Source: an optimization exercise on an open RTL-to-GDS flow (aim: small area). Production flows keep margins and buffers that such runs may drop. RTL that was checked went through simulation tests only; none was proved equivalent to the original. For runs 3 and 4, only the layout was checked, not whether the RTL still works. No activity file was given, so power comes from the tool's default toggle rates.

<file path="design/flow/flow/run.sh">
#!/bin/bash
# Standard ORFS layout, with the port buffers made from the smallest buffer
# and a clock tree of small buffers without dummy loads.
set -euo pipefail
bash standard.sh "BUFFER_PORTS_ARGS=-buffer_cell sky130_fd_sc_hd__buf_1" \
  "CTS_ARGS=-sink_clustering_enable -repair_clock_nets -dont_use_dummy_load -buf_list sky130_fd_sc_hd__clkbuf_4 -sink_clustering_size 12 -sink_clustering_max_diameter 60" \
  finish > standard.log 2>&1
</file>
<file path="design/flow/standard.sh">
#!/bin/bash
# synth_recipe.tcl (not shown) runs the flow's synth.tcl, then flattens the netlist and writes it again
# the make line also repeats each setting of config.mk as NAME=value (left out here)
make -C /OpenROAD-flow-scripts/flow DESIGN_CONFIG=/design/flow/config.mk WORK_HOME=/design/flow/orfs CLKGATE_MAP_FILE= SYNTH_SCRIPT=/design/flow/synth_recipe.tcl "${@:-finish}"
</file>
<file path="design/flow/config.mk">
export PLATFORM = sky130hd
export DESIGN_NAME = Packet_Symbol_Width_adapter
export DESIGN_NICKNAME = Packet_Symbol_Width_adapter
export VERILOG_FILES = /design/flow/design.v
export SDC_FILE = /design/flow/constraint.sdc
export NUM_CORES = 4
export LEC_CHECK = 0
export CAP_MARGIN = 20
export CORE_MARGIN = 2
export CORE_UTILIZATION = 40
export PLACE_DENSITY = 0.6
export SLEW_MARGIN = 20
</file>
<file path="design/flow/constraint.sdc">
create_clock -name core_clock -period 4.0 [get_ports {clock_clk}]
set_input_delay 0.8000 -clock core_clock [delete_from_list [all_inputs] [get_ports {clock_clk}]]
set_output_delay 0.8000 -clock core_clock [all_outputs]
set_load 0.01 [all_outputs]
</file>
<file path="design/flow/design.v">
`timescale 1 ps / 1 ps
module Packet_Symbol_Width_adapter #(
		parameter INPUT_SYMBOL_WIDTH  = 256,
		parameter OUTPUT_SYMBOL_WIDTH = 32
	) (
		input  wire        clock_clk,
		input  wire        reset_reset,
		output reg  [OUTPUT_SYMBOL_WIDTH-1:0] aso_out0_data,
		input  wire        aso_out0_ready,
		output wire        aso_out0_valid,
		output wire        aso_out0_endofpacket,
		output wire        aso_out0_startofpacket,
		input  wire [INPUT_SYMBOL_WIDTH-1:0] asi_in0_data,
		output wire        asi_in0_ready,
		input  wire        asi_in0_valid,
		input  wire        asi_in0_endofpacket,
		input  wire        asi_in0_startofpacket
	);
    localparam W = OUTPUT_SYMBOL_WIDTH;
    localparam N = INPUT_SYMBOL_WIDTH/OUTPUT_SYMBOL_WIDTH;
    localparam [3:0] P_LOAD = 4'b1000, P_LAST = 4'b0000, P_WAIT = 4'b0001, P_IDLE = 4'b0010;
    reg  [3:0] phase;
    reg        hold;     
    reg        last;     
    reg        first;    
    wire shift = phase[3];
    wire keep  = ~phase[3] & ~phase[2];
    wire ready = ~phase[3] & (phase[1] | phase[0]);
    wire load  = asi_in0_valid & ~phase[3] & (phase[0] | (phase[1] & asi_in0_startofpacket));
    assign asi_in0_ready          = ready;
    assign aso_out0_valid         = phase[3] ? |phase[2:0] : ~(phase[1] | phase[0]);
    assign aso_out0_startofpacket = first & phase[3] & ~phase[2] & ~phase[1] & phase[0];
    assign aso_out0_endofpacket   = last & ~phase[3] & ~phase[1] & ~phase[0];
    wire [W-1:0] din [0:N-1];
    reg  [W-1:0] w   [0:N-1];
    genvar k;
    generate
        for (k = 0; k < N; k = k + 1) begin : g_word
            assign din[k] = asi_in0_data[INPUT_SYMBOL_WIDTH-1-k*W -: W];
            if (k == N-1) begin : g_tail
                always @(posedge clock_clk)
                    w[k] <= din[k];
            end else if (k % 2 == 0) begin : g_inv
                always @(posedge clock_clk)
                    w[k] <= ~((din[k] | {W{shift}}) & (w[k+1] | {W{load}}));
            end else begin : g_true
                always @(posedge clock_clk)
                    w[k] <= ~((w[k+1] | {W{load}}) & ~(din[k] & {W{hold}}));
            end
        end
    endgenerate
    always @(posedge clock_clk) begin
        if (ready) begin
            first <= phase[1];
            last  <= phase[0] & asi_in0_endofpacket;
        end
    end
    reg [3:0] phase_nx;
    always @(*) begin
        if (load)
            phase_nx = P_LOAD;
        else if (phase[3])
            phase_nx = phase + 4'd1;
        else if (~phase[1] & ~phase[0])
            phase_nx = last ? P_IDLE : P_WAIT;
        else
            phase_nx = phase;
    end
    always @(posedge clock_clk or posedge reset_reset) begin
        if (reset_reset) begin
            phase         <= P_IDLE;
            hold          <= 1'b1;
            aso_out0_data <= 0;
        end
        else begin
            aso_out0_data <= ~((w[0] | {W{hold}}) & ~(aso_out0_data & {W{keep}}));
            phase <= phase_nx;
            hold  <= ~phase_nx[3];
        end
    end
endmodule
</file>
==> results_dict.tcl, run 1 <==
set metrics [dict create \
    slew_violations 0 \
    clockBufferDepth 3 \
    synth-seq-cells 295 \
    crit_path_end_kind "primary output" \
    root_buffer "clkbuf_4" \
    clock_latency_ps 680 \
    routabilityCongestion 0.761 \
    grt_start_max_net_pins 105 \
    power.density_nw_per_um2 781 \
    hold_buffers 0 \
    first_global_vias 5792 \
    instances_no_fill 1316 \
    synth-xor-area-share 0.00103 \
    numCtsBuffers 28 \
    drv_cap 0 \
    synth_fa_ha_area_frac 0.00295 \
    fillers 2058 \
    synth_most_common_cell "dfxtp_1" \
    avgSynthCellArea_um2 11.1 \
    cts.sinks 295 \
    multiInputGateArea_um2 2100 \
    yosys-top-cells-count "dfxtp_1, nand2_1, o22ai_1" \
    overflow 0 \
    ant_nets 0 \
    synth.area.mux_share 0.00251 \
    sw_frac_of_total 0.311 \
    max_freq_mhz 344 \
    synth_fp_nets 1028 \
    antenna_found_initial 2 \
    die_h_um 150 \
    final-seq-area_um2 6120 \
    fin_area_um2 9990 \
    grt_pass1_wl_um 29300 \
    outcome "no timing/DRC/antenna violations" \
    vias_per_cell 4.66 \
    p_comb_frac 0.226 \
    critPathKind "reg -> out" \
    yosysWarnings 2 \
    synth_seq_area_share 0.720 \
    seq_power_share 0.623 \
    intPower_uw 5370 \
    synthArstFlopShare 0.125 \
    rsz0062_at_grt "false" \
    critPathRequiredTime_ps 3200 \
    fin_setup_tns_ps 0 \
    dpl_cell_area_um2 9780 \
    vias 6129 \
    slew_headroom 0.310 \
    dp.cells 1286 \
    drc 0 \
    nNetsFinal 1305 \
    post-route-period-util 0.727 \
    critPathSlowestCell "dfstp_2" \
    p_clk_frac 0.151 \
    finClkSkew_ps 47.0 \
    synth-simple-area-share 0.0660 \
    worst_slew_pin_slew_ps 1040 \
    cpPeakStageDelay_ps 630 \
    synth_top_family_by_area "compound AO/OA/AOI/OAI gates" \
    drtIter0Drc 188 \
    synthToLayoutAreaGrowth_pct 17.7 \
    syn_inst 764 \
    core_area_um2 21000 \
    syn-cell-area_um2 8490 \
    vdd_drop_max_uv 338 \
    final_layout_size_suffix_gt1_frac 0.0404 \
    synth_compound_area_frac 0.174 \
    dp.final_hpwl_um 13200 \
    die_area_um2 22400 \
    yosys.cell_types.count 27 \
    cts_setup_buffers 0 \
    crit_path_max_fanout 8 \
    die_x_um 150 \
    crit_arrival_ps 2110 \
    drt-total-wl_um 19300 \
    path_cells "inv_1 > ha_1 > nor2_1 > a21oi_1 > buf_1" \
    setup_viol 0 \
    portBuffers 296 \
    grt.total_usage 0.164 \
    p_sw_uw 2430 \
    finalCriticalPeriod_ps 2910 \
    ys.flop_type "dfxtp_1" \
    start_util 0.405 \
    hold_viol 0 \
    cts.clk_slew.worst_paths_ps 120 \
    p_leak_uw 0.00378 \
    io_pins 298 \
    firstDrtPassIters 5 \
    crit_path_start_kind "flop" \
    cts_tree "done" \
    yosysTopAreaCellShare 0.604 \
    wl_per_cell_um 14.7 \
    htree_levels 1 \
    synth_edf_count 2 \
    rows 53 \
    synth_area_leaders "dfxtp_1, dfrtp_1, o22ai_1" \
    hold_class "in -> reg" \
    synth_area_leader_cell "dfxtp_1" \
    post_cts_resized 0 \
]
[critical path, delay by kind of cell, from the launching register on]
family / cells / cell delay, ps
compound gates: 1 / 80
flops: 1 / 630
fa+ha+maj: 1 / 230
simple gates: 1 / 330
buf+inv: 2 / 200
[through the flow]
stage | power, µW | utilization | hold WS, ps | worst slack [ps]
6_report | 7800 | 0.477 | 191 | 1090
3_5_place_dp | 6760 | 0.467 | 393 | 1780
4_1_cts | 7910 | 0.477 | 119 | 1010
5_1_grt | 8390 | 0.477 | 122 | 935
2_1_floorplan | 6090 | - | 384 | 1920
3_3_place_gp | 6680 | 0.467 | 385 | 1820
[placed cells by master (no fill, tap or decap), drive strengths merged, types with 2 or more instances in the layout]
master,netlist,layout
nor2,5,5
o22ai,128,128
dfrtp,35,35
buf,26,304
clkbuf,31,28
edfxtp,2,2
dfxtp,256,256
nand2,128,128
nor2b,3,3
dfstp,2,2
o21ai,128,128
inv,3,2
a21oi,3,3
ha,2,2
nand3,2,2
diode,0,2
[sequential cells by signal, summed over array words and instances, names as in the netlist]
name	count
w	256
aso_out0_data	32
phase	4
first	1
hold	1
last	1
[layer usage]
metal,part of all wire,track usage,vias to the layer above
met2,0.46,0.267,203
met1,0.43,0.207,2672
met4,0.039,0.0689,0
met5,0,0,-
met3,0.068,0.0427,46
li1,-,-,3208
[path summary, 6_finish.rpt]
path / startpoint / to / slack (ps) / cells past startpoint
max: phase[1] / aso_out0_valid / 1090 / 5
min: asi_in0_data[7] / w[7][7] / 190 / 1
max reg2reg: phase[3] / w[6][27] / 1950 / 2
min reg2reg: w[6][27] / w[5][27] / 400 / 1
max in group asynchronous: reset_reset / phase[1] / 3160 / 3
min in group asynchronous: reset_reset / phase[3] / 200 / 2
[layout make-up]
cell class / instances / area share
Antenna cell: 2 / 0.000501
Clock buffer: 28 / 0.0210
Multi-Input combinational cell: 409 / 0.211
Inverter: 3 / 0.00113
Timing Repair Buffer: 304 / 0.120
Tap cell: 275 / 0.0344
Sequential cell: 295 / 0.613
[cells by family after synthesis]
group / count (synthesis)
multiplexers: 2
AO/OA/AOI/OAI: 262
XOR/XNOR: 1
adder cells (fa/ha/maj): 2
buffers and inverters: 60
AND/OR/NAND/NOR: 142
flip-flops: 295
[power groups by stage]
stage               Clock [µW]  Sequential (µW)  Combinational (µW)
CTS                       1230             4880                1800
finish                    1180             4860                1760
floorplan                    0             4710                1380
global placement             0             4940                1740
global route              1330             5030                2030
detailed placement           0             4960                1800
==> inputs of run 2 (changes only) <==
--- a/design/flow/config.mk
+++ b/design/flow/config.mk
@@ -9,4 +9,4 @@
 export CORE_MARGIN = 2
-export CORE_UTILIZATION = 40
-export PLACE_DENSITY = 0.6
+export CORE_UTILIZATION = 70
+export PLACE_DENSITY = 0.8
 export SLEW_MARGIN = 20
==> run 2 against run 1 <==
  * Sequential cell count did not move
  * Non-clock buffer count fell by 3
  * Setup slack improved by 42 ps
  * Hold slack got worse by 21 ps
  * Register-to-register slack got worse by 70 ps
  * Fmax rose by 1.5%
  * Die area fell by 42%
  * Core utilization rose by 35 points
  * Critical path depth fell by 1
  * Synthesized area did not move
  * Combinational power fell by 3%
  * Largest cell class unchanged
  * Largest power group unchanged
  * Highest routed layer unchanged
==> results_dict.tcl, run 2 <==
set metrics [dict create \
    vias 6269 \
    slew_headroom 0.295 \
    crit_path_max_fanout 59 \
    outcome "no timing/DRC/antenna violations" \
    r2r_cells 3 \
    finClkSkew_ps 47.4 \
    path_cells "nor2b_1 > nand3_1 > nor2_1 > buf_1" \
    syn_inst 764 \
    sw_frac_of_total 0.306 \
    synth_compound_area_frac 0.174 \
    grt_start_max_net_pins 194 \
    drtIter0Drc 466 \
    avgSynthCellArea_um2 11.1 \
    synth_area_leaders "dfxtp_1, dfrtp_1, o22ai_1" \
    max_freq_mhz 349 \
    die_area_um2 13000 \
    grt.total_usage 0.270 \
    p_comb_frac 0.220 \
    p_clk_frac 0.145 \
    die_x_um 114 \
    finalCriticalPeriod_ps 2870 \
    start_util 0.713 \
    overflow 0 \
    cts_setup_buffers 0 \
    p_leak_uw 0.00377 \
    clockBufferDepth 3 \
    grt_pass1_wl_um 27600 \
    worst_slew_pin_slew_ps 1060 \
    largest_reg_flops 256 \
    syn-cell-area_um2 8490 \
    dp.final_hpwl_um 12900 \
    seq_power_share 0.635 \
    post_cts_resized 0 \
    drc 0 \
    first_global_vias 5788 \
    crit_start "phase[3]" \
    yosysWarnings 2 \
    numCtsBuffers 28 \
    yosysTopAreaCellShare 0.604 \
    die_h_um 114 \
    final_cell_mix "buf_1, dfxtp_1, o22ai_1, nand2_1, o21ai_0" \
    cpPeakStageDelay_ps 860 \
    firstDrtPassIters 6 \
    setup_viol 0 \
    multiInputGateArea_um2 2100 \
    wl_per_cell_um 15.6 \
    crit_path_end_kind "primary output" \
    synth_top_family_by_area "compound AO/OA/AOI/OAI gates" \
    vdd_drop_max_uv 432 \
    crit_arrival_ps 2070 \
    vias_per_cell 5.29 \
    routabilityCongestion 0.833 \
    fin_setup_tns_ps 0 \
    rsz0062_at_grt "false" \
    clock_latency_ps 640 \
    intPower_uw 5370 \
    synthArstFlopShare 0.125 \
    p_sw_uw 2360 \
    synth.area.mux_share 0.00251 \
    critPathRequiredTime_ps 3200 \
    synth-simple-area-share 0.0660 \
    critPathSlowestCell "dfrtp_4" \
    synth_seq_area_share 0.720 \
    synth_edf_count 2 \
    root_buffer "clkbuf_4" \
    synth_most_common_cell "dfxtp_1" \
    hold_viol 0 \
    hold_slack_ps 170 \
    critPathKind "reg -> out" \
    rows 40 \
    yosys.cell_types.count 27 \
    hold_buffers 0 \
    io_pins 298 \
    cts_tree "done" \
    hold_class "in -> async" \
    cts.sinks 295 \
    antenna_found_initial 1 \
    yosys-top-cells-count "dfxtp_1, nand2_1, o22ai_1" \
    slew_violations 0 \
    portBuffers 296 \
    final_layout_size_suffix_gt1_frac 0.0376 \
    ant_nets 0 \
    synth_fa_ha_area_frac 0.00295 \
    crit_path_start_kind "flop" \
    synth_area_leader_cell "dfxtp_1" \
    final_common_cell "buf_1" \
    synth-seq-cells 295 \
    cts.clk_slew.worst_paths_ps 120 \
    nNetsFinal 1302 \
    synth_fp_nets 1028 \
    largestRegisters "w: 256 flops, aso_out0_data: 32 flops, phase: 4 flops" \
    power.density_nw_per_um2 789 \
    fillers 755 \
    ys.flop_type "dfxtp_1" \
    htree_levels 1 \
    top_register "w" \
    r2r-start "phase[3]" \
    drt-total-wl_um 18500 \
    drv_cap 0 \
    post-route-period-util 0.717 \
    synth-xor-area-share 0.00103 \
    synthToLayoutAreaGrowth_pct 15.4 \
    final-seq-area_um2 6120 \
    core_area_um2 11900 \
]
-- run 2: cell type report --
type                       instances  share of cell area
antenna                            3            0.000766
clock buffer                      28              0.0215
inverter                           3             0.00115
multi-input combinational        409               0.215
sequential                       295               0.625
tap                              147              0.0188
timing repair buffer             301               0.119
-- run 2: final timing paths --
check	slack, ps	endpoint
worst max-delay path	1130	aso_out0_startofpacket
worst min-delay path	170	phase[2]
worst max register to register	1880	w[3][6]
worst min register to register	380	w[6][6]
max in group asynchronous	3110	aso_out0_data[3]
min in group core_clock	240	w[7][15]
-- run 2: worst max-delay path: cells and delay by family, from the launching register on --
family | cells | cell delay (ps)
flops | 1 | 860
buf+inv | 1 | 160
simple gates | 3 | 460
-- run 2: layer usage --
metal | wire (µm) | vias up | GRT usage | share of wire
met2 | 9410 | 236 | 0.476 | 0.51
met4 | 578 | 0 | 0.110 | 0.031
met5 | 0 | - | 0 | 0
met3 | 1420 | 37 | 0.0688 | 0.077
li1 | - | 3202 | - | -
met1 | 7050 | 2794 | 0.317 | 0.38
-- run 2: kinds of logic (layout without fill, tap and decap cells) --
| logic type | after synthesis | in the layout |
|---|---|---|
| buffers and inverters | 60 | 332 |
| other | 0 | 3 |
| AO/OA/AOI/OAI | 262 | 262 |
| AND/OR/NAND/NOR | 142 | 142 |
| adder cells (fa/ha/maj) | 2 | 2 |
| XOR/XNOR | 1 | 1 |
| flip-flops | 295 | 295 |
| multiplexers | 2 | 2 |
-- run 2: power groups by stage --
stage	Clock, µW	Sequential, µW	Combinational (µW)
floorplan	0	4710	1380
global placement	0	4930	1630
detailed placement	0	4980	1710
CTS	1140	4910	1710
global route	1260	5050	1960
finish	1120	4910	1700
-- run 2: per-stage QoR --
| step | util | std cells | setup slack [ps] | total power, µW | instance area, µm² |
|---|---|---|---|---|---|
| after floorplan | - | 764 | 1920 | 6090 | 8490 |
| after global placement | 0.804 | 1155 | 1800 | 6560 | 9580 |
| after detailed placement | 0.804 | 1155 | 1760 | 6690 | 9580 |
| after CTS | 0.822 | 1183 | 1090 | 7750 | 9790 |
| after global routing | 0.822 | 1184 | 962 | 8270 | 9790 |
| final | 0.823 | 1186 | 1130 | 7730 | 9800 |
==> inputs of run 3 (changes only) <==
--- a/design/flow/design.v
+++ b/design/flow/design.v
@@ -22,3 +22,2 @@
     reg  [3:0] phase;
-    reg        hold;     
     reg        last;     
@@ -26,3 +25,4 @@
     wire shift = phase[3];
-    wire keep  = ~phase[3] & ~phase[2];
+    wire hold  = ~(phase[3] | (phase[1] & phase[0]));
+    wire keep  = ~(phase[3] | phase[2]);
     wire ready = ~phase[3] & (phase[1] | phase[0]);
@@ -71,3 +71,2 @@
             phase         <= P_IDLE;
-            hold          <= 1'b1;
             aso_out0_data <= 0;
@@ -77,3 +76,2 @@
             phase <= phase_nx;
-            hold  <= ~phase_nx[3];
         end
==> run 3 against run 2 <==
  * Global-route usage is 0.55 points lower
  * Setup slack worse by 49 ps
  * Fmax is 1.7% lower
==> results_dict.tcl, run 3 <==
set metrics [dict create \
    synthArstFlopShare 0.122 \
    drc 0 \
    yosysTopAreaCellShare 0.602 \
    dp.cells 1156 \
    crit_buf_inv 2 \
    top_register "w" \
    final_layout_size_suffix_gt1_frac 0.0395 \
    critPathRequiredTime_ps 3200 \
    wl_per_cell_um 15.3 \
    hold_class "in -> async" \
    hold_buffers 0 \
    crit_path_end_kind "primary output" \
    synth_area_leader_cell "dfxtp_1" \
    syn-cell-area_um2 8510 \
    finalCriticalPeriod_ps 2920 \
    yosys.cell_types.count 28 \
    synth_seq_area_share 0.716 \
    drtIter0Drc 499 \
    cts_tree "done" \
    rows 40 \
    clockBufferDepth 3 \
    instances_no_fill 1186 \
    io_pins 298 \
    max_freq_mhz 343 \
    cp.depth 5 \
    setup_viol 0 \
    vdd_drop_max_uv 469 \
    start_util 0.711 \
    vias_per_cell 5.35 \
    vias 6348 \
    met3_usage 0.0783 \
    slew_violations 0 \
    final_cell_mix "buf_1, dfxtp_1, o22ai_1, nand2_1, o21ai_0" \
    first_global_vias 5847 \
    post_cts_resized 0 \
    antenna_found_initial 2 \
    power.density_nw_per_um2 797 \
    slew_headroom 0.294 \
    rsz0062_at_grt "false" \
    yosys-top-cells-count "dfxtp_1, nand2_1, o21ai_0, o22ai_1, dfrtp_1" \
    grt_start_max_net_pins 151 \
    worst_slew_pin_slew_ps 1060 \
    portBuffers 296 \
    met2_usage 0.465 \
    syn_inst 763 \
    grt_use_met1 0.305 \
    die_h_um 114 \
    drt-total-wl_um 18100 \
    crit_path_max_fanout 7 \
    dp.final_hpwl_um 12800 \
    ant_nets 0 \
    dpl_cell_area_um2 9580 \
    final_common_cell "buf_1" \
    firstDrtPassIters 4 \
    critPathSlowestCell "dfstp_2" \
    grt.total_usage 0.265 \
    die_area_um2 13100 \
    largest_reg_flops 256 \
    clock_latency_ps 630 \
    nNetsFinal 1303 \
    synth_edf_count 2 \
    yosysWarnings 2 \
    synthToLayoutAreaGrowth_pct 15.2 \
    overflow 0 \
    htree_levels 1 \
    synth-seq-cells 294 \
    fin_setup_tns_ps 0 \
    cpPeakStageDelay_ps 610 \
    root_buffer "clkbuf_4" \
    numCtsBuffers 28 \
    routabilityCongestion 0.818 \
    outcome "no timing/DRC/antenna violations" \
    critical_path.top_delay_family "flip-flops" \
    largestRegisters "w: 256 flops, aso_out0_data: 32 flops, phase: 4 flops" \
    cts_setup_buffers 0 \
    avgSynthCellArea_um2 11.1 \
    core_area_um2 12000 \
    cts.sinks 294 \
    synth_fp_nets 1027 \
    grt_pass1_wl_um 27200 \
    hold_viol 0 \
    post-route-period-util 0.729 \
    synth_area_leaders "dfxtp_1, dfrtp_1, o22ai_1" \
    finClkSkew_ps 46.2 \
    p_leak_uw 0.00375 \
    top_usage_layer "met2" \
    critPathKind "reg -> out" \
    p_total_uw 7810 \
    cts.clk_slew.worst_paths_ps 120 \
    fin_area_um2 9800 \
    ys.flop_type "dfxtp_1" \
    path_cells "inv_1 > ha_1 > nor2_1 > a21oi_1 > buf_1" \
    crit_path_start_kind "flop" \
    r2r_cells 5 \
    synth_most_common_cell "dfxtp_1" \
    crit_arrival_ps 2120 \
    drv_cap 0 \
    die_x_um 114 \
]
## run 3: changes by cell type after synthesis, sizes merged
cell | before | now
and4 | 0 | 1
buf | 26 | 35
clkbuf | 31 | 22
dfstp | 2 | 1
inv | 3 | 4
nand3 | 2 | 1
nor2 | 5 | 6
nor2b | 3 | 1
nor4 | 0 | 1
nor4b | 1 | 0
## run 3: routing by layer
metal  part of all wire  vias to the layer above  wire length [µm]
met5                  0                        -                 0
met4              0.040                        0               730
met3              0.082                       49              1490
met2               0.51                      251              9150
met1               0.37                     2836              6730
li1                   -                     3212                 -
## run 3: cells by family (layout without fill, tap and decap cells)
logic type / after synthesis / in the layout / share of synthesized area
xor+xnor: 1 / 1 / 0.00103
buf+inv: 61 / 335 / 0.0391
compound gates: 262 / 262 / 0.174
other cells: 0 / 2 / 0
flops: 294 / 294 / 0.716
simple gates: 141 / 141 / 0.0650
fa+ha+maj: 2 / 2 / 0.00294
mux: 2 / 2 / 0.00250
## run 3: worst reg2reg max path, cell delays in order (launching register included)
cell	delay, ps
dfrtp_4	660
buf_4	900
nor2_2	70
buf_4	280
nand2_1	120
o21ai_0	90
## run 3: layout make-up
cell class / count / area, µm²
flip-flops and latches: 294 / 6090
fillers: 770 / 2160
multi-input cells: 408 / 2100
repair buffers: 303 / 1190
clock buffers: 28 / 210
well taps: 147 / 184
inverters: 4 / 15.0
diodes: 2 / 5.00
## run 3: per-stage QoR
stage / setup slack (ps) / util / hold WS [ps]
final: 1080 / 0.819 / 235
after global placement: 1770 / 0.801 / 400
after CTS: 1060 / 0.819 / 208
after floorplan: 1920 / - / 399
after detailed placement: 1770 / 0.801 / 405
after global routing: 968 / 0.819 / 236
## run 3: worst paths after layout
check	startpoint	end	slack, ps
max	phase[1]	aso_out0_valid	1080
min in group core_clock	asi_in0_data[30]	w[7][30]	260
min reg2reg	w[7][27]	w[6][27]	370
max reg2reg	phase[3]	aso_out0_data[15]	1740
max in group asynchronous	reset_reset	phase[1]	3400
min	reset_reset	phase[3]	230
## run 3: power breakdown
part / total (µW) / switching [µW] / internal (µW)
Sequential: 4710 / 427 / 4280
Clock: 1110 / 787 / 323
Combinational: 2000 / 1210 / 790
Total: 7810 / 2420 / 5390
==> inputs of run 4 (changes only) <==
==> design/flow/flow/run.sh (replaced) <==
#!/bin/bash
# Standard ORFS layout, with the port buffers made from the smallest buffer
# and a clock tree of small buffers without dummy loads.
set -euo pipefail
bash standard.sh "BUFFER_PORTS_ARGS=-buffer_cell sky130_fd_sc_hd__buf_1" \
  "CTS_ARGS=-sink_clustering_enable -repair_clock_nets -dont_use_dummy_load -buf_list sky130_fd_sc_hd__clkbuf_4 -sink_clustering_size 11 -sink_clustering_max_diameter 55" \
  finish > standard.log 2>&1
==> run 4 against run 3 <==
  * Still clean on timing, DRC and antenna
  * Largest cell class unchanged
  * Setup slack better by 21 ps
  * Clock power increased by 4%
  * Synthesized cell count unchanged
  * Hold slack better by 18 ps
  * Global-route usage rose by 0.40 points
  * Sequential share of layout area decreased by 0.095 points
  * Largest power group unchanged
  * Final area rose by 0.15%
  * Highest routed layer unchanged
==> results_dict.tcl, run 4 <==
set metrics [dict create \
    antenna_found_initial 2 \
    synth_area_leaders "dfxtp_1, dfrtp_1, o22ai_1" \
    hold_buffers 0 \
    critical_path.top_delay_family "flip-flops" \
    synth_top_family_by_area "compound AO/OA/AOI/OAI gates" \
    synth_area_leader_cell "dfxtp_1" \
    vdd_drop_max_uv 470 \
    rrSetupSlack_ps 1760 \
    synth_edf_count 2 \
    syn-cell-area_um2 8510 \
    critPathRequiredTime_ps 3200 \
    path_cells "inv_1 > ha_1 > nor2_1 > a21oi_1 > buf_1" \
    slew_headroom 0.273 \
    vias 6332 \
    synth_compound_area_frac 0.174 \
    ant_nets 0 \
    wl_per_cell_um 15.5 \
    drv_cap 0 \
    largest_reg_flops 256 \
    syn_inst 763 \
    grt_start_max_net_pins 151 \
    finalCriticalPeriod_ps 2890 \
    hold_class "in -> reg" \
    firstDrtPassIters 4 \
    die_h_um 114 \
    post-route-period-util 0.724 \
    final_cell_mix "buf_1, dfxtp_1, o22ai_1, nand2_1, o21ai_0" \
    crit_path_max_fanout 7 \
    drtIter0Drc 574 \
    fin_setup_tns_ps 0 \
    cts_tree "done" \
    synth-seq-cells 294 \
    crit_path_end_kind "primary output" \
    synth_seq_area_share 0.716 \
    rsz0062_at_grt "false" \
    synth.area.mux_share 0.00250 \
    finClkSkew_ps 31.7 \
    dp.cells 1156 \
    nNetsFinal 1305 \
    drt-total-wl_um 18400 \
    io_pins 298 \
    yosys-top-cells-count "dfxtp_1, nand2_1, o21ai_0, o22ai_1, dfrtp_1" \
    rows 40 \
    crit_buf_inv 2 \
    cts.sinks 294 \
    max_freq_mhz 345 \
    die_area_um2 13100 \
    setup_viol 0 \
    first_global_vias 5920 \
    cpPeakStageDelay_ps 610 \
    dp.final_hpwl_um 12800 \
    yosysWarnings 2 \
    synth-xor-area-share 0.00103 \
    synth_fa_ha_area_frac 0.00294 \
    final_common_cell "buf_1" \
    slew_violations 0 \
    routabilityCongestion 0.818 \
    hold_viol 0 \
    grt_pass1_wl_um 27700 \
    portBuffers 296 \
    top_register "w" \
    drc 0 \
    post_cts_resized 0 \
    overflow 0 \
    clock_latency_ps 630 \
    hold_slack_ps 252 \
    cts.clk_slew.worst_paths_ps 110 \
    numCtsBuffers 30 \
    outcome "no timing/DRC/antenna violations" \
    yosysTopAreaCellShare 0.602 \
    final_layout_size_suffix_gt1_frac 0.0414 \
    htree_levels 1 \
    grt.total_usage 0.269 \
    worst_slew_pin_slew_ps 1090 \
    synth-simple-area-share 0.0650 \
    crit_path_start_kind "flop" \
    critPathKind "reg -> out" \
    power.density_nw_per_um2 801 \
    p_leak_uw 0.00376 \
    vias_per_cell 5.33 \
    ys.flop_type "dfxtp_1" \
    start_util 0.711 \
    instances_no_fill 1188 \
    core_area_um2 12000 \
    die_x_um 114 \
    cts_setup_buffers 0 \
    crit_arrival_ps 2090 \
    synth_fp_nets 1027 \
    synthArstFlopShare 0.122 \
    synthToLayoutAreaGrowth_pct 15.3 \
    root_buffer "clkbuf_4" \
    synth_most_common_cell "dfxtp_1" \
    clockBufferDepth 3 \
    yosys.cell_types.count 28 \
    critPathSlowestCell "dfstp_2" \
    largestRegisters "w: 256 flops, aso_out0_data: 32 flops, phase: 4 flops" \
    avgSynthCellArea_um2 11.1 \
]
run 4: cell families after synthesis:
logic type | after synthesis
fa+ha+maj | 2
buf+inv | 61
mux | 2
simple gates | 141
compound gates | 262
flops | 294
xor+xnor | 1
run 4: layout make-up:
type                       instances  area, µm²
timing repair buffer             303       1190
multi-input combinational        408       2100
clock buffer                      30        225
antenna                            2       5.00
inverter                           4       15.0
fill                             784       2150
tap                              147        184
sequential                       294       6090
run 4: through the flow:
step	util	total power, µW	area, µm²	setup WS, ps
finish	0.820	7860	9810	1110
global route	0.820	8370	9810	968
CTS	0.820	7880	9810	1060
detailed placement	0.801	6780	9580	1770
global placement	0.801	6630	9580	1770
floorplan	-	6160	8510	1920
run 4: path summary, 6_finish.rpt:
path / from / end / depth (start not counted)
min in group asynchronous: reset_reset / aso_out0_data[21] / 3
min: asi_in0_data[1] / w[7][1] / 1
max in group asynchronous: reset_reset / phase[3] / 3
max reg2reg: phase[3] / aso_out0_data[19] / 5
min reg2reg: w[5][26] / w[4][26] / 1
max: phase[1] / aso_out0_valid / 5
run 4: where the power goes:
part / switching [µW] / internal (µW)
combinational: 1210 / 790
clock: 805 / 345
sequential: 430 / 4280
run 4: worst register-to-register path: cells and delay by family (launching register included):
| family | cells | cell delay [ps] |
|---|---|---|
| flops | 1 | 660 |
| buf+inv | 2 | 1150 |
| simple gates | 2 | 200 |
| compound gates | 1 | 100 |
run 4: metal layers:
metal	track usage	share of wire
met4	0.102	0.034
met2	0.471	0.50
met5	0	0
met3	0.0805	0.080
met1	0.312	0.39
==> inputs of run 5 (changes only) <==
--- a/design/flow/design.v
+++ b/design/flow/design.v
@@ -22,2 +22,3 @@
     reg  [3:0] phase;
+    reg        hold;     
     reg        last;     
@@ -25,4 +26,3 @@
     wire shift = phase[3];
-    wire hold  = ~(phase[3] | (phase[1] & phase[0]));
-    wire keep  = ~(phase[3] | phase[2]);
+    wire keep  = ~phase[3] & ~phase[2];
     wire ready = ~phase[3] & (phase[1] | phase[0]);
@@ -71,2 +71,3 @@
             phase         <= P_IDLE;
+            hold          <= 1'b1;
             aso_out0_data <= 0;
@@ -76,2 +77,3 @@
             phase <= phase_nx;
+            hold  <= ~phase_nx[3];
         end
==> design/flow/flow/run.sh (replaced) <==
#!/bin/bash
# Standard ORFS layout, with the port buffers made from the smallest buffer
# and a clock tree of small buffers without dummy loads.
set -euo pipefail
bash standard.sh "BUFFER_PORTS_ARGS=-buffer_cell sky130_fd_sc_hd__buf_1" \
  "CTS_ARGS=-sink_clustering_enable -repair_clock_nets -dont_use_dummy_load -buf_list sky130_fd_sc_hd__clkbuf_4 -sink_clustering_size 10 -sink_clustering_max_diameter 50" \
  finish > standard.log 2>&1
==> run 5 against run 4 <==
  * Register-to-register slack better by 140 ps
  * First-iteration DRC count is 11% lower
  * Die area is 0.18% lower
  * Hold slack worse by 33 ps
  * Synthesized cell count is 0.13% higher
  * Combinational power is 15% lower
  * Power is 0.16% lower
  * Count of clock-buffer cells in the layout is 5 higher
  * Critical path type unchanged
  * Highest routed layer unchanged
==> results_dict.tcl, run 5 <==
set metrics [dict create \
    overflow 0 \
    slew_violations 0 \
    path_cells "nor2b_1 > nand3_1 > nor2_1 > buf_1" \
    slew_headroom 0.292 \
    synth_most_common_cell "dfxtp_1" \
    grt.total_usage 0.277 \
    synthArstFlopShare 0.125 \
    first_global_vias 5862 \
    htree_levels 2 \
    final_common_cell "buf_1" \
    io_pins 298 \
    hold_class "in -> async" \
    cts_setup_buffers 0 \
    ant_nets 0 \
    numCtsBuffers 35 \
    finClkSkew_ps 28.8 \
    cts.sinks 295 \
    wl_per_cell_um 15.6 \
    yosysWarnings 2 \
    firstDrtPassIters 5 \
    vdd_drop_max_uv 389 \
    critPathRequiredTime_ps 3200 \
    finalCriticalPeriod_ps 2800 \
    antenna_found_initial 1 \
    final_cell_mix "buf_1, dfxtp_1, o22ai_1, nand2_1, o21ai_0" \
    drt-total-wl_um 18600 \
    yosys-top-cells-count "dfxtp_1, nand2_1, o22ai_1" \
    power.density_nw_per_um2 797 \
    die_h_um 114 \
    largestRegisters "w: 256 flops, aso_out0_data: 32 flops, phase: 4 flops" \
    grt_pass1_wl_um 28100 \
    yosysTopAreaCellShare 0.604 \
    drc 0 \
    start_util 0.713 \
    crit_arrival_ps 2000 \
    final_layout_size_suffix_gt1_frac 0.0441 \
    synth-seq-cells 295 \
    core_area_um2 11900 \
    critPathKind "reg -> out" \
    hold_viol 0 \
    die_x_um 114 \
    cts_tree "done" \
    setup_viol 0 \
    yosys.cell_types.count 27 \
    hold_buffers 0 \
    dpl_worst_slack_ps 1760 \
    synth_seq_area_share 0.720 \
    portBuffers 296 \
    clockBufferDepth 3 \
    cts.clk_slew.worst_paths_ps 110 \
    synthToLayoutAreaGrowth_pct 16.0 \
    crit_path_start_kind "flop" \
    fin_setup_tns_ps 0 \
    final.setup.worst_slack_ps 1200 \
    grt_start_max_net_pins 194 \
    dp.final_hpwl_um 12900 \
    rsz0062_at_grt "false" \
    vias 6278 \
    root_buffer "clkbuf_4" \
    ys.flop_type "dfxtp_1" \
    syn-cell-area_um2 8490 \
    synth_area_leaders "dfxtp_1, dfrtp_1, o22ai_1" \
    routabilityCongestion 0.833 \
    max_freq_mhz 357 \
    worst_slew_pin_slew_ps 1060 \
    vias_per_cell 5.27 \
    final_core_util 0.827 \
    avgSynthCellArea_um2 11.1 \
    post-route-period-util 0.701 \
    drtIter0Drc 509 \
    p_leak_uw 0.00380 \
    crit_path_end_kind "primary output" \
    drv_cap 0 \
    synth_fp_nets 1028 \
    clock_latency_ps 560 \
    outcome "no timing/DRC/antenna violations" \
    post_cts_resized 0 \
    critPathSlowestCell "dfrtp_4" \
    die_area_um2 13000 \
    synth_area_leader_cell "dfxtp_1" \
    cpPeakStageDelay_ps 850 \
    synth_edf_count 2 \
    rows 40 \
    syn_inst 764 \
    nNetsFinal 1309 \
    largest_reg_flops 256 \
    crit_buf_inv 1 \
    top_register "w" \
    critical_path.top_delay_family "flip-flops" \
    crit_path_max_fanout 59 \
]
## run 5: routing by layer
metal	global-route usage	vias up	part of all wire
met3	0.0773	38	0.074
met2	0.490	225	0.52
met5	0	-	0
li1	-	3216	-
met1	0.318	2799	0.38
met4	0.113	0	0.030
## run 5: layout make-up
cell class,instances,area [µm²]
Clock buffer,35,263
Inverter,3,11.3
Antenna cell,2,5.00
Fill cell,752,2060
Multi-Input combinational cell,409,2100
Sequential cell,295,6120
Tap cell,147,184
Timing Repair Buffer,301,1160
## run 5: report_power, final
group          leakage [µW]  switching, µW  internal, µW
Sequential          0.00263            616          4290
Combinational       0.00101            955           751
Clock              0.000161            824           407
## run 5: final timing paths
check | endpoint | startpoint | cells past startpoint | slack [ps]
hold / removal | phase[0] | reset_reset | 2 | 220
hold reg to reg | w[5][28] | w[6][28] | 1 | 380
max in group asynchronous | aso_out0_data[15] | reset_reset | 3 | 3050
setup / recovery | aso_out0_startofpacket | phase[3] | 4 | 1200
setup reg to reg | w[3][8] | phase[3] | 3 | 1900
min in group core_clock | w[7][22] | asi_in0_data[22] | 1 | 320
## run 5: cell families after synthesis
kind of cell	count (synthesis)	synth area share
adders and majority gates	2	0.00295
AOI/OAI and AO/OA	262	0.174
buffers and inverters	60	0.0333
DFF	295	0.720
xor gates and xnor gates	1	0.00103
muxes	2	0.00251
and+or+nand+nor	142	0.0660
## run 5: metrics by stage
stage	cells	power [µW]	instance area (µm²)	hold slack (ps)
after floorplan	764	6090	8490	384
after global placement	1155	6560	9580	386
after detailed placement	1155	6690	9580	393
after CTS	1190	7880	9840	216
after global routing	1191	8390	9850	255
final	1192	7850	9850	219
==> inputs of run 6 (changes only) <==
--- a/design/flow/config.mk
+++ b/design/flow/config.mk
@@ -9,4 +9,4 @@
 export CORE_MARGIN = 2
-export CORE_UTILIZATION = 70
-export PLACE_DENSITY = 0.8
+export CORE_UTILIZATION = 40
+export PLACE_DENSITY = 0.6
 export SLEW_MARGIN = 20
==> run 6 against run 5 <==
  * Still clean
  * Via count decreased by 2.2%
  * Power increased by 0.79%
  * Clock skew increased by 7.9 ps
  * Synthesized cell count unchanged
  * Wire length increased by 3.5%
  * Sequential power decreased by 1%
  * Register-to-register slack improved by 30 ps
  * Clock power increased by 5%
  * Largest power group unchanged
==> results_dict.tcl, run 6 <==
set metrics [dict create \
    outcome "no timing/DRC/antenna violations" \
    p_leak_uw 0.00382 \
    synth-seq-cells 295 \
    first_global_vias 5884 \
    grt_pass1_wl_um 29300 \
    die_x_um 150 \
    drv_cap 0 \
    synth_edf_count 2 \
    worst_slew_pin_slew_ps 1060 \
    nNetsFinal 1313 \
    portBuffers 296 \
    vias 6137 \
    core_area_um2 21000 \
    hold_class "in -> async" \
    cts_setup_buffers 0 \
    fillers 2062 \
    wl_per_cell_um 14.6 \
    synth_fp_nets 1028 \
    largest_reg_flops 256 \
    overflow 0 \
    crit_path_end_kind "primary output" \
    synth_area_leaders "dfxtp_1, dfrtp_1, o22ai_1" \
    drtIter0Drc 204 \
    largestRegisters "w: 256 flops, aso_out0_data: 32 flops, phase: 4 flops" \
    htree_levels 2 \
    antenna_found_initial 2 \
    rsz0062_at_grt "false" \
    routabilityCongestion 0.761 \
    synth_most_common_cell "dfxtp_1" \
    post_cts_resized 0 \
    crit_path_start_kind "flop" \
    syn_inst 764 \
    yosysTopAreaCellShare 0.604 \
    grt_start_max_net_pins 105 \
    grt.total_usage 0.165 \
    critPathRequiredTime_ps 3200 \
    top_usage_layer "met2" \
    cts.clk_slew.worst_paths_ps 100 \
    vias_per_cell 4.64 \
    top_register "w" \
    finalCriticalPeriod_ps 2820 \
    finClkSkew_ps 36.7 \
    grt_use_met1 0.204 \
    cts_tree "done" \
    synthArstFlopShare 0.125 \
    rows 53 \
    dp.cells 1286 \
    io_pins 298 \
    max_freq_mhz 354 \
    avgSynthCellArea_um2 11.1 \
    critPathKind "reg -> out" \
    drt-total-wl_um 19300 \
    fin_setup_tns_ps 0 \
    yosys-top-cells-count "dfxtp_1, nand2_1, o22ai_1" \
    firstDrtPassIters 5 \
    root_buffer "clkbuf_4" \
    die_h_um 150 \
    power.density_nw_per_um2 787 \
    drc 0 \
    met2_usage 0.266 \
    yosys.cell_types.count 27 \
    slew_violations 0 \
    final_common_cell "buf_1" \
    dp.final_hpwl_um 13200 \
    crit_path_max_fanout 8 \
    slew_headroom 0.293 \
    clock_latency_ps 600 \
    final_cell_mix "buf_1, dfxtp_1, o22ai_1, nand2_1, o21ai_0" \
    ant_nets 0 \
    synth_area_leader_cell "dfxtp_1" \
    vdd_drop_max_uv 339 \
    yosysWarnings 2 \
    synthToLayoutAreaGrowth_pct 18.4 \
    synth_seq_area_share 0.720 \
    die_area_um2 22400 \
    ys.flop_type "dfxtp_1" \
    clockBufferDepth 3 \
    hold_viol 0 \
    hold_buffers 0 \
    numCtsBuffers 36 \
    crit_arrival_ps 2020 \
    cts.sinks 295 \
    final_layout_size_suffix_gt1_frac 0.0478 \
    syn-cell-area_um2 8490 \
    instances_no_fill 1324 \
    setup_viol 0 \
    start_util 0.405 \
    post-route-period-util 0.705 \
    met3_usage 0.0488 \
]
run 6: through the flow:
stage / util / setup slack [ps] / hold slack [ps] / instance area (µm²) / power [µW]
2_1_floorplan: - / 1920 / 384 / 8490 / 6090
3_3_place_gp: 0.467 / 1820 / 385 / 9780 / 6680
3_5_place_dp: 0.467 / 1780 / 393 / 9780 / 6760
4_1_cts: 0.479 / 1100 / 214 / 10000 / 8040
5_1_grt: 0.480 / 1020 / 226 / 10100 / 8520
6_report: 0.480 / 1180 / 265 / 10100 / 7910
run 6: layout make-up:
type                    instances  area (µm²)  area share
diodes                          2        5.00    0.000498
clock buffers                  36         270      0.0269
inverters                       3        11.3     0.00112
multi-input cells             409        2100       0.209
flip-flops and latches        295        6120       0.609
well taps                     275         344      0.0342
repair buffers                304        1200       0.119
run 6: cell families after synthesis:
group,Yosys count,synth area share
buffers and inverters,60,0.0333
multiplexers,2,0.00251
AO/OA/AOI/OAI,262,0.174
flip-flops,295,0.720
adder cells (fa/ha/maj),2,0.00295
AND/OR/NAND/NOR,142,0.0660
XOR/XNOR,1,0.00103
run 6: path summary, 6_finish.rpt:
| kind | startpoint | endpoint | slack [ps] | cells after the start |
|---|---|---|---|---|
| worst max-delay path | phase[1] | aso_out0_valid | 1180 | 5 |
| worst min-delay path | reset_reset | aso_out0_data[11] | 260 | 2 |
| worst max register to register | phase[3] | w[6][1] | 1930 | 2 |
| worst min register to register | w[6][25] | w[5][25] | 380 | 1 |
| max in group asynchronous | reset_reset | phase[1] | 3060 | 3 |
| min in group core_clock | asi_in0_data[1] | w[7][1] | 280 | 1 |
run 6: report_power, final:
group	switching (µW)	internal, µW	total, µW	leakage, µW
clock	871	418	1290	0.000166
combinational	1000	760	1760	0.00103
sequential	564	4290	4860	0.00263
total	2440	5470	7910	0.00382
run 6: layer usage:
layer	vias to the layer above	part of all wire	wire length [µm]
met1	2650	0.43	8350
met5	-	0	0
li1	3231	-	-
met4	0	0.037	722
met2	202	0.46	8870
met3	54	0.071	1370
run 6: critical path: stages (launching register included):
cell and delay [ps]:
dfstp_2 620, inv_1 60, ha_1 230, nor2_1 330, a21oi_1 80, buf_1 140
==> inputs of run 7 (changes only) <==
--- a/design/flow/design.v
+++ b/design/flow/design.v
@@ -20,5 +20,3 @@
     localparam N = INPUT_SYMBOL_WIDTH/OUTPUT_SYMBOL_WIDTH;
-    localparam [3:0] P_LOAD = 4'b1000, P_LAST = 4'b0000, P_WAIT = 4'b0001, P_IDLE = 4'b0010;
     reg  [3:0] phase;
-    reg        hold;     
     reg        last;     
@@ -26,9 +24,10 @@
     wire shift = phase[3];
-    wire keep  = ~phase[3] & ~phase[2];
-    wire ready = ~phase[3] & (phase[1] | phase[0]);
-    wire load  = asi_in0_valid & ~phase[3] & (phase[0] | (phase[1] & asi_in0_startofpacket));
+    wire hold  = ~(phase[3] | (phase[1] & ~phase[0]));
+    wire keep  = ~(phase[3] | phase[2]);
+    wire ready = ~phase[3] & phase[0];
+    wire load  = asi_in0_valid & ready & (~phase[1] | asi_in0_startofpacket);
     assign asi_in0_ready          = ready;
-    assign aso_out0_valid         = phase[3] ? |phase[2:0] : ~(phase[1] | phase[0]);
+    assign aso_out0_valid         = phase[3] ? |phase[2:0] : ~phase[0];
     assign aso_out0_startofpacket = first & phase[3] & ~phase[2] & ~phase[1] & phase[0];
-    assign aso_out0_endofpacket   = last & ~phase[3] & ~phase[1] & ~phase[0];
+    assign aso_out0_endofpacket   = last & ~phase[3] & ~phase[0];
     wire [W-1:0] din [0:N-1];
@@ -54,20 +53,13 @@
             first <= phase[1];
-            last  <= phase[0] & asi_in0_endofpacket;
+            last  <= ~phase[1] & asi_in0_endofpacket;
         end
     end
-    reg [3:0] phase_nx;
-    always @(*) begin
-        if (load)
-            phase_nx = P_LOAD;
-        else if (phase[3])
-            phase_nx = phase + 4'd1;
-        else if (~phase[1] & ~phase[0])
-            phase_nx = last ? P_IDLE : P_WAIT;
-        else
-            phase_nx = phase;
-    end
+    wire [3:0] phase_nx;
+    assign phase_nx[3] = load | (phase[3] & ~(&phase[2:0]));
+    assign phase_nx[2] = phase[3] & (phase[2] ^ (phase[1] & phase[0]));
+    assign phase_nx[1] = ~load & (phase[3] ? (phase[1] ^ phase[0]) : (phase[0] ? phase[1] : last));
+    assign phase_nx[0] = ~load & ~(phase[3] & phase[0]);
     always @(posedge clock_clk or posedge reset_reset) begin
         if (reset_reset) begin
-            phase         <= P_IDLE;
-            hold          <= 1'b1;
+            phase         <= 4'b0011;
             aso_out0_data <= 0;
@@ -77,3 +69,2 @@
             phase <= phase_nx;
-            hold  <= ~phase_nx[3];
         end
==> design/flow/flow/run.sh (replaced) <==
#!/bin/bash
# Standard ORFS layout, with the port buffers made from the smallest buffer
# and a clock tree of small buffers without dummy loads.
set -euo pipefail
bash standard.sh "BUFFER_PORTS_ARGS=-buffer_cell sky130_fd_sc_hd__buf_1" \
  "CTS_ARGS=-sink_clustering_enable -repair_clock_nets -dont_use_dummy_load -buf_list sky130_fd_sc_hd__clkbuf_8 -sink_clustering_size 20 -sink_clustering_max_diameter 50" \
  finish > standard.log 2>&1
--- a/design/flow/config.mk
+++ b/design/flow/config.mk
@@ -9,4 +9,4 @@
 export CORE_MARGIN = 2
-export CORE_UTILIZATION = 40
-export PLACE_DENSITY = 0.6
+export CORE_UTILIZATION = 70
+export PLACE_DENSITY = 0.8
 export SLEW_MARGIN = 20
==> run 7 against run 6 <==
  * Still clean
  * Sequential cell count fell by 1
  * Global-route usage rose by 11 points
  * Hold slack improved by 77 ps
  * Synthesized cell count fell by 0.39%
  * Core utilization rose by 34 points
  * Highest routed layer unchanged
==> results_dict.tcl, run 7 <==
set metrics [dict create \
    grt.total_usage 0.278 \
    fin_area_um2 9810 \
    finalCriticalPeriod_ps 2960 \
    finClkSkew_ps 42.1 \
    p_leak_uw 0.00377 \
    crit_arrival_ps 2160 \
    overflow 0 \
    start_util 0.713 \
    firstDrtPassIters 5 \
    synth_seq_area_share 0.714 \
    yosys-top-cells-count "dfxtp_1, nand2_1, o22ai_1" \
    portBuffers 296 \
    setup_viol 0 \
    multiInputGateArea_um2 2100 \
    vias_per_cell 5.43 \
    numCtsBuffers 18 \
    r2r_cells 5 \
    r2r-start "phase[3]" \
    grt_start_max_net_pins 117 \
    root_buffer "clkbuf_8" \
    crit_path_end_kind "primary output" \
    synth_fp_nets 1027 \
    synth-seq-cells 294 \
    critPathSlowestCell "dfrtp_4" \
    vias 6364 \
    io_pins 298 \
    largest_reg_flops 256 \
    drc 0 \
    slew_headroom 0.344 \
    cpPeakStageDelay_ps 960 \
    yosysWarnings 2 \
    cts_tree "done" \
    post_cts_resized 0 \
    die_x_um 114 \
    drv_cap 0 \
    grt_pass1_wl_um 28700 \
    fin_setup_tns_ps 0 \
    top_register "w" \
    cts.sinks 294 \
    yosys.cell_types.count 25 \
    yosysTopAreaCellShare 0.601 \
    dp.final_hpwl_um 13500 \
    hold_buffers 0 \
    synth_area_leaders "dfxtp_1, dfrtp_1, o22ai_1" \
    rows 40 \
    max_freq_mhz 337 \
    final-seq-area_um2 6090 \
    final_common_cell "buf_1" \
    cts_setup_buffers 0 \
    synth_area_leader_cell "dfxtp_1" \
    antenna_found_initial 0 \
    crit_path_start_kind "flop" \
    final_layout_size_suffix_gt1_frac 0.0302 \
    cts.clk_slew.worst_paths_ps 110 \
    critPathRequiredTime_ps 3200 \
    fillers 782 \
    synthArstFlopShare 0.122 \
    hold_slack_ps 342 \
    syn_inst 761 \
    hold_viol 0 \
    die_h_um 114 \
    rsz0062_at_grt "false" \
    rrSetupSlack_ps 1520 \
    crit_path_max_fanout 76 \
    routabilityCongestion 0.817 \
    vdd_drop_max_uv 446 \
    final_cell_mix "buf_1, dfxtp_1, nand2_1, o22ai_1, o21ai_0" \
    critPathKind "reg -> out" \
    synth_edf_count 2 \
    drt-total-wl_um 18600 \
    largestRegisters "w: 256 flops, aso_out0_data: 32 flops, phase: 4 flops" \
    wl_per_cell_um 15.9 \
    dpl_cell_area_um2 9560 \
    worst_slew_pin_slew_ps 984 \
    nNetsFinal 1294 \
    clockBufferDepth 3 \
    drtIter0Drc 504 \
    synth_most_common_cell "dfxtp_1" \
    ant_nets 0 \
    synthToLayoutAreaGrowth_pct 15.1 \
    post-route-period-util 0.741 \
    clock_latency_ps 510 \
    first_global_vias 6188 \
    syn-cell-area_um2 8520 \
    power.density_nw_per_um2 808 \
    htree_levels 1 \
    slew_violations 0 \
    avgSynthCellArea_um2 11.2 \
    hold_class "in -> async" \
    r2r-end "w[3][13]" \
    outcome "no timing/DRC/antenna violations" \
    path_cells "nor2_1 > a31oi_1 > buf_1" \
    ys.flop_type "dfxtp_1" \
    diodes 0 \
    die_area_um2 13100 \
    core_area_um2 12000 \
]
[run 7: cell count changes in the layout (fill, tap and decap cells not counted), moves of 2 or more]
| cell | previous run | this run |
|---|---|---|
| inv_1 | 2 | 6 |
| nand2_1 | 128 | 130 |
| diode_2 | 2 | 0 |
| nor2_4 | 0 | 2 |
| nor2_1 | 4 | 1 |
| clkbuf_4 | 36 | 0 |
| o21ai_1 | 10 | 7 |
| a21oi_1 | 3 | 0 |
| buf_12 | 2 | 0 |
| o21ai_0 | 118 | 121 |
| clkbuf_8 | 0 | 18 |
| ha_1 | 2 | 4 |
| nand3_1 | 2 | 0 |
[run 7: worst max-delay path: cells and delay by family (launching register included)]
family,cells,cell delay [ps]
flops,1,960
simple gates,1,230
compound gates,1,230
buf+inv,1,210
[run 7: cell type report]
cell class | count | area share
Timing Repair Buffer | 303 | 0.119
Clock buffer | 18 | 0.0252
Inverter | 6 | 0.00230
Sequential cell | 294 | 0.621
Tap cell | 147 | 0.0187
Multi-Input combinational cell | 405 | 0.214
[run 7: worst max-delay path by stage]
| stage | end | cells after the start | slack, ps | startpoint |
|---|---|---|---|---|
| final | aso_out0_valid | 3 | 1040 | phase[3] |
| after global routing | aso_out0_valid | 3 | 910 | phase[3] |
| after CTS | aso_out0_valid | 3 | 1040 | phase[3] |
| after detailed placement | w[3][2] | 5 | 1570 | asi_in0_valid |
| after global placement | w[5][20] | 5 | 1620 | asi_in0_valid |
| after floorplan | aso_out0_endofpacket | 3 | 2050 | phase[3] |
[run 7: logic make-up after synthesis]
group	share of synthesized area
AOI/OAI and AO/OA	0.172
DFF	0.714
adders and majority gates	0.00587
buffers and inverters	0.0410
and+or+nand+nor	0.0665
[run 7: metrics by stage]
stage | power (µW) | cells | utilization | setup slack, ps
after floorplan | 6170 | 761 | - | 2050
after global placement | 6590 | 1155 | 0.799 | 1620
after detailed placement | 6780 | 1155 | 0.799 | 1570
after CTS | 7940 | 1173 | 0.820 | 1040
after global routing | 8440 | 1173 | 0.820 | 915
final | 7920 | 1173 | 0.820 | 1040
[run 7: metal layers]
| metal | vias to the layer above | track usage | wire (µm) |
|---|---|---|---|
| met2 | 280 | 0.504 | 9480 |
| met5 | - | 0 | 0 |
| met4 | 0 | 0.108 | 728 |
| met3 | 60 | 0.0593 | 1350 |
| li1 | 3159 | - | - |
| met1 | 2865 | 0.322 | 7040 |
[run 7: power by group]
| group | leakage, µW | switching [µW] | internal (µW) |
|---|---|---|---|
| Sequential | 0.00262 | 499 | 4280 |
| Clock | 0.000129 | 796 | 410 |
| Combinational | 0.00102 | 1170 | 769 |
==> inputs of run 8 (changes only) <==
==> design/flow/flow/run.sh (replaced) <==
#!/bin/bash
# Standard ORFS layout, with the port buffers made from the smallest buffer
# and a clock tree of small buffers without dummy loads.
set -euo pipefail
bash standard.sh "BUFFER_PORTS_ARGS=-buffer_cell sky130_fd_sc_hd__buf_1" \
  "CTS_ARGS=-sink_clustering_enable -repair_clock_nets -dont_use_dummy_load -buf_list sky130_fd_sc_hd__clkbuf_16 -sink_clustering_size 36 -sink_clustering_max_diameter 60" \
  finish > standard.log 2>&1
==> run 8 against run 7 <==
  * Sequential cell count unchanged
  * Clock power increased by 14%
  * Wire length increased by 0.42%
  * Sequential share of layout area decreased by 0.49 points
  * Setup slack improved by 51 ps
  * Die area unchanged
  * Critical path type unchanged
  * Critical endpoint unchanged
  * Largest power group unchanged
==> results_dict.tcl, run 8 <==
set metrics [dict create \
    nNetsFinal 1289 \
    synth-seq-cells 294 \
    critPathSlowestCell "dfrtp_4" \
    wl_per_cell_um 16.0 \
    crit_path_end_kind "primary output" \
    final_layout_size_suffix_gt1_frac 0.0255 \
    rows 40 \
    syn_inst 761 \
    routabilityCongestion 0.817 \
    ant_nets 0 \
    post-route-period-util 0.728 \
    synth_seq_area_share 0.714 \
    critPathRequiredTime_ps 3200 \
    slew_headroom 0.344 \
    synthToLayoutAreaGrowth_pct 16.0 \
    yosysTopAreaCellShare 0.601 \
    slew_violations 0 \
    grt_pass1_wl_um 28800 \
    htree_levels 1 \
    overflow 0 \
    fin_setup_tns_ps 0 \
    fin_area_um2 9890 \
    grt.total_usage 0.278 \
    core_area_um2 12000 \
    dp.final_hpwl_um 13500 \
    vias_per_cell 5.42 \
    top_layer "met4" \
    power.density_nw_per_um2 820 \
    synth_area_leader_cell "dfxtp_1" \
    cts_setup_buffers 0 \
    post_cts_resized 0 \
    drv_cap 0 \
    path_cells "nor2_1 > a31oi_1 > buf_1" \
    dpl_cell_area_um2 9560 \
    antenna_found_initial 0 \
    hold_buffers 0 \
    diodes 0 \
    met2WireLength_um 9820 \
    vias 6332 \
    clockBufferDepth 3 \
    cts_tree "done" \
    synth_fp_nets 1027 \
    yosys.cell_types.count 25 \
    crit_path_max_fanout 76 \
    cpPeakStageDelay_ps 970 \
    first_global_vias 6126 \
    synth_area_leaders "dfxtp_1, dfrtp_1, o22ai_1" \
    drtIter0Drc 533 \
    synthArstFlopShare 0.122 \
    ys.flop_type "dfxtp_1" \
    vdd_drop_max_uv 463 \
    numCtsBuffers 13 \
    avgSynthCellArea_um2 11.2 \
    drt-total-wl_um 18700 \
    crit_path_start_kind "flop" \
    setup_viol 0 \
    portBuffers 296 \
    outcome "no timing/DRC/antenna violations" \
    crit_start "phase[3]" \
    die_x_um 114 \
    crit_arrival_ps 2110 \
    root_buffer "clkbuf_16" \
    critPathKind "reg -> out" \
    worst_slew_pin_slew_ps 983 \
    cts.sinks 294 \
    final_cell_mix "buf_1, dfxtp_1, nand2_1, o22ai_1, o21ai_0" \
    finClkSkew_ps 56.3 \
    r2r-start "phase[3]" \
    die_area_um2 13100 \
    syn-cell-area_um2 8520 \
    io_pins 298 \
    grt_start_max_net_pins 117 \
    top_register "w" \
    yosysWarnings 2 \
    wl_met1_um 7120 \
    cts.clk_slew.worst_paths_ps 120 \
    drc 0 \
    hold_viol 0 \
    largestRegisters "w: 256 flops, aso_out0_data: 32 flops, phase: 4 flops" \
    rsz0062_at_grt "false" \
    firstDrtPassIters 5 \
    final_common_cell "buf_1" \
    finalCriticalPeriod_ps 2910 \
    met3_length_um 1250 \
    die_h_um 114 \
    hold_class "in -> async" \
    synth_edf_count 2 \
    clock_latency_ps 490 \
    largest_reg_flops 256 \
    synth_most_common_cell "dfxtp_1" \
    max_freq_mhz 343 \
    p_leak_uw 0.00380 \
    start_util 0.713 \
    yosys-top-cells-count "dfxtp_1, nand2_1, o22ai_1" \
]
-- run 8: power breakdown --
part           internal [µW]  total, µW  leakage [µW]  switching, µW
clock                    589       1380      0.000160            791
sequential              4280       4790       0.00262            508
combinational            769       1950       0.00102           1180
-- run 8: final timing paths --
kind                                          to  slack (ps)  depth (start not counted)
worst max-delay path              aso_out0_valid        1090                          3
worst min-delay path            aso_out0_data[4]         370                          3
worst max register to register          w[5][17]        1500                          5
worst min register to register          w[6][14]         390                          1
max in group asynchronous               phase[1]        3250                          3
min in group core_clock                 w[6][14]         390                          1
-- run 8: through the flow --
step / std cells / util / worst slack [ps] / power [µW] / hold slack (ps)
final: 1168 / 0.827 / 1090 / 8110 / 370
after global routing: 1168 / 0.827 / 983 / 8630 / 386
after CTS: 1168 / 0.826 / 1110 / 8130 / 366
after detailed placement: 1155 / 0.799 / 1570 / 6780 / 405
after global placement: 1155 / 0.799 / 1620 / 6590 / 392
after floorplan: 761 / - / 2050 / 6170 / 388
-- run 8: logic make-up (layout without fill, tap and decap cells) --
kind of cell,Yosys count,in the layout,share of synthesized area
AOI/OAI and AO/OA,260,260,0.172
and+or+nand+nor,141,141,0.0665
buffers and inverters,62,322,0.0410
DFF,294,294,0.714
adders and majority gates,4,4,0.00587
-- run 8: cell type report --
| cell class | instances | area (µm²) |
|---|---|---|
| Fill cell | 751 | 2070 |
| Sequential cell | 294 | 6090 |
| Inverter | 6 | 22.5 |
| Timing Repair Buffer | 303 | 1160 |
| Clock buffer | 13 | 325 |
| Tap cell | 147 | 184 |
| Multi-Input combinational cell | 405 | 2100 |
-- run 8: per-layer routing --
metal  vias up  GRT usage
met1      2881      0.322
met4         0     0.0894
met2       253      0.512
met5         -          0
met3        46     0.0603
li1       3152          -
-- run 8: critical path: cells and delay by family, from the launching register on --
kind | cells | cell delay [ps]
flip-flops | 1 | 970
AND/OR/NAND/NOR | 1 | 240
buffers and inverters | 1 | 220
AO/OA/AOI/OAI | 1 | 210
==> inputs of run 9 (changes only) <==
==> design/flow/flow/run.sh (replaced) <==
#!/bin/bash
# Standard ORFS layout, with the port buffers made from the smallest buffer
# and a clock tree of small buffers without dummy loads.
set -euo pipefail
bash standard.sh "BUFFER_PORTS_ARGS=-buffer_cell sky130_fd_sc_hd__buf_1" \
  "CTS_ARGS=-sink_clustering_enable -repair_clock_nets -dont_use_dummy_load -buf_list sky130_fd_sc_hd__clkbuf_4 -sink_clustering_size 11 -sink_clustering_max_diameter 55" \
  finish > standard.log 2>&1
--- a/design/flow/config.mk
+++ b/design/flow/config.mk
@@ -7,3 +7,3 @@
 export LEC_CHECK = 0
-export CAP_MARGIN = 20
+export CAP_MARGIN = 0
 export CORE_MARGIN = 2
@@ -11,2 +11,2 @@
 export PLACE_DENSITY = 0.8
-export SLEW_MARGIN = 20
+export SLEW_MARGIN = 0
==> run 9 against run 8 <==
  * Still clean
  * Hold slack lost 160 ps
  * Combinational power is essentially flat
  * Via count grew 0.81%
  * Clock skew shrank 19 ps
  * Largest cell class unchanged
  * Largest power group unchanged
==> results_dict.tcl, run 9 <==
set metrics [dict create \
    synthArstFlopShare 0.122 \
    slew_violations 0 \
    seq_power_share 0.608 \
    synth-xor-area-share 0 \
    die_area_um2 13100 \
    io_pins 298 \
    p_comb_frac 0.246 \
    cts_setup_buffers 0 \
    vias 6383 \
    syn_inst 761 \
    cts.clk_slew.worst_paths_ps 110 \
    synth-simple-area-share 0.0665 \
    synth_seq_area_share 0.714 \
    routabilityCongestion 0.817 \
    crit_path_max_fanout 76 \
    avgSynthCellArea_um2 11.2 \
    synth-seq-cells 294 \
    ant_nets 0 \
    r2r-start "phase[3]" \
    drtIter0Drc 531 \
    synth_fa_ha_area_frac 0.00587 \
    crit_start "phase[3]" \
    largestRegisters "w: 256 flops, aso_out0_data: 32 flops, phase: 4 flops" \
    slew_headroom 0.198 \
    synthToLayoutAreaGrowth_pct 14.8 \
    p_clk_frac 0.146 \
    max_freq_mhz 325 \
    die_h_um 114 \
    grt.total_usage 0.279 \
    final_cell_mix "buf_1, dfxtp_1, nand2_1, o22ai_1, o21ai_0" \
    dp.final_hpwl_um 13500 \
    largest_reg_flops 256 \
    critPathSlowestCell "dfrtp_4" \
    firstDrtPassIters 5 \
    post-route-period-util 0.770 \
    critical_path.top_delay_family "flip-flops" \
    power.density_nw_per_um2 803 \
    final_common_cell "buf_1" \
    ys.flop_type "dfxtp_1" \
    start_util 0.713 \
    cts_tree "done" \
    rrSetupSlack_ps 1490 \
    synth_top_family_by_area "compound AO/OA/AOI/OAI gates" \
    critPathRequiredTime_ps 3200 \
    die_x_um 114 \
    yosysTopAreaCellShare 0.601 \
    synth_edf_count 2 \
    yosys.cell_types.count 25 \
    synth_area_leader_cell "dfxtp_1" \
    worstSetupEndpoint "aso_out0_valid" \
    r2r-end "w[5][9]" \
    intPower_uw 5390 \
    first_global_vias 6249 \
    critPathKind "reg -> out" \
    cpPeakStageDelay_ps 960 \
    finClkSkew_ps 37.4 \
    clockBufferDepth 3 \
    wl_per_cell_um 15.7 \
    syn-cell-area_um2 8520 \
    grt_pass1_wl_um 28900 \
    htree_levels 1 \
    drc 0 \
    post_cts_resized 0 \
    crit_path_end_kind "primary output" \
    p_total_uw 7860 \
    crit_buf_inv 1 \
    final_layout_size_suffix_gt1_frac 0.0414 \
    synth.area.mux_share 0 \
    p_sw_uw 2470 \
    cts.sinks 294 \
    overflow 0 \
    antenna_found_initial 1 \
    drv_cap 0 \
    cp.depth 3 \
    fillers 793 \
    synth_most_common_cell "dfxtp_1" \
    numCtsBuffers 30 \
    setup_viol 0 \
    yosys-top-cells-count "dfxtp_1, nand2_1, o22ai_1" \
    sw_frac_of_total 0.314 \
    hold_class "in -> async" \
    path_cells "nor2_1 > a31oi_1 > buf_1" \
    outcome "no timing/DRC/antenna violations" \
    drt-total-wl_um 18600 \
    core_area_um2 12000 \
    final_core_util 0.818 \
    crit_arrival_ps 2280 \
    hold_viol 0 \
    synth_compound_area_frac 0.172 \
    vias_per_cell 5.38 \
    r2r_cells 5 \
    nNetsFinal 1306 \
    grt_start_max_net_pins 117 \
    fin_setup_tns_ps 0 \
    hold_buffers 0 \
    portBuffers 296 \
    finalCriticalPeriod_ps 3080 \
    top_register "w" \
    clock_latency_ps 640 \
    p_leak_uw 0.00377 \
    synth_area_leaders "dfxtp_1, dfrtp_1, o22ai_1" \
    yosysWarnings 2 \
    rows 40 \
    synth_fp_nets 1027 \
    root_buffer "clkbuf_4" \
    rsz0062_at_grt "false" \
    crit_path_start_kind "flop" \
    vdd_drop_max_uv 410 \
    worst_slew_pin_slew_ps 1200 \
]
-- run 9: cell counts after synthesis --
No cell type changed its count.
-- run 9: layer usage --
layer / routed length (µm) / track usage
met1: 7040 / 0.324
met2: 9680 / 0.502
met3: 1320 / 0.0641
met4: 542 / 0.107
met5: 0 / 0
-- run 9: logic make-up (layout without fill, tap and decap cells) --
family / after synthesis / count (layout)
DFF: 294 / 294
AOI/OAI and AO/OA: 260 / 260
and+or+nand+nor: 141 / 141
buffers and inverters: 62 / 339
adders and majority gates: 4 / 4
other: 0 / 1
-- run 9: area by class of cell --
class | instances | area, µm² | area share
sequential | 294 | 6090 | 0.622
clock buffer | 30 | 225 | 0.0230
inverter | 6 | 22.5 | 0.00230
timing repair buffer | 303 | 1160 | 0.119
tap | 147 | 184 | 0.0188
antenna | 1 | 2.50 | 0.000256
multi-input combinational | 405 | 2100 | 0.214
-- run 9: power groups by stage --
stage	clock [µW]	sequential, µW	combinational (µW)
final	1150	4780	1940
after global routing	1280	4900	2210
after CTS	1160	4770	1950
after detailed placement	0	4840	1940
after global placement	0	4780	1810
after floorplan	0	4690	1470
-- run 9: stage by stage --
stage / std cells / hold WS, ps / cell area [µm²] / worst slack, ps
2_1_floorplan: 761 / 388 / 8520 / 2050
3_3_place_gp: 1155 / 392 / 9560 / 1620
3_5_place_dp: 1155 / 405 / 9560 / 1570
4_1_cts: 1185 / 198 / 9780 / 917
5_1_grt: 1186 / 211 / 9790 / 812
6_report: 1186 / 213 / 9790 / 918
-- run 9: worst min path at each step --
stage	end	depth (start not counted)
finish	aso_out0_data[4]	3
global route	w[7][10]	1
detailed placement	w[4][15]	1
floorplan	w[6][30]	1
global placement	w[6][30]	1
CTS	phase[2]	3
-- run 9: tightest hold or removal path, delay by kind of cell --
family	cells	cell delay (ps)
buffers and inverters	3	490

==> afterwards: timing with drivers on the ports <==
The flow's constraints put no driver on any port. The routed layouts listed below were extracted and timed again, unchanged, in two steps. Step 1: set_driving_cell puts a clkbuf_16 on clock_clk and a buf_2 on each other input, an assumption about the parent block. Step 2, shift: input delay + t, output delay - t, t = (earliest + latest rising clock arrival at the registers) / 2. This alone moves slack from input paths to output paths. Three values: no drivers, after step 1, after step 2; two values: the first two.
run | t (ns) | setup slack, ns | hold WS [ns] | worst data-port slew with drivers (ns)
run 1 | 0.699 | 1.090 / 1.054 / 1.753 | 0.191 / 0.177 / 0.396 | 0.07
run 2 | 0.639 | 1.132 / 1.095 / 1.702 | 0.170 / 0.154 / 0.378 | 0.07
run 3 | 0.641 | 1.084 / 1.049 / 1.690 | 0.235 / 0.220 / 0.371 | 0.08
run 4 | 0.649 | 1.105 / 1.070 / 1.719 | 0.252 / 0.241 / 0.394 | 0.08
run 5 | 0.585 | 1.198 / 1.163 / 1.718 | 0.219 / 0.205 / 0.384 | 0.07
run 6 | 0.621 | 1.178 / 1.143 / 1.764 | 0.265 / 0.250 / 0.375 | 0.08
run 7 | 0.532 | 1.037 / 1.000 / 1.519 | 0.342 / 0.325 / 0.407 | 0.06
run 8 | 0.505 | 1.087 / 1.046 / 1.505 | 0.370 / 0.349 / 0.385 | 0.07
run 9 | 0.661 | 0.918 / 0.880 / 1.485 | 0.213 / 0.195 / 0.394 | 0.07
After both steps setup and hold are still met in every run listed.
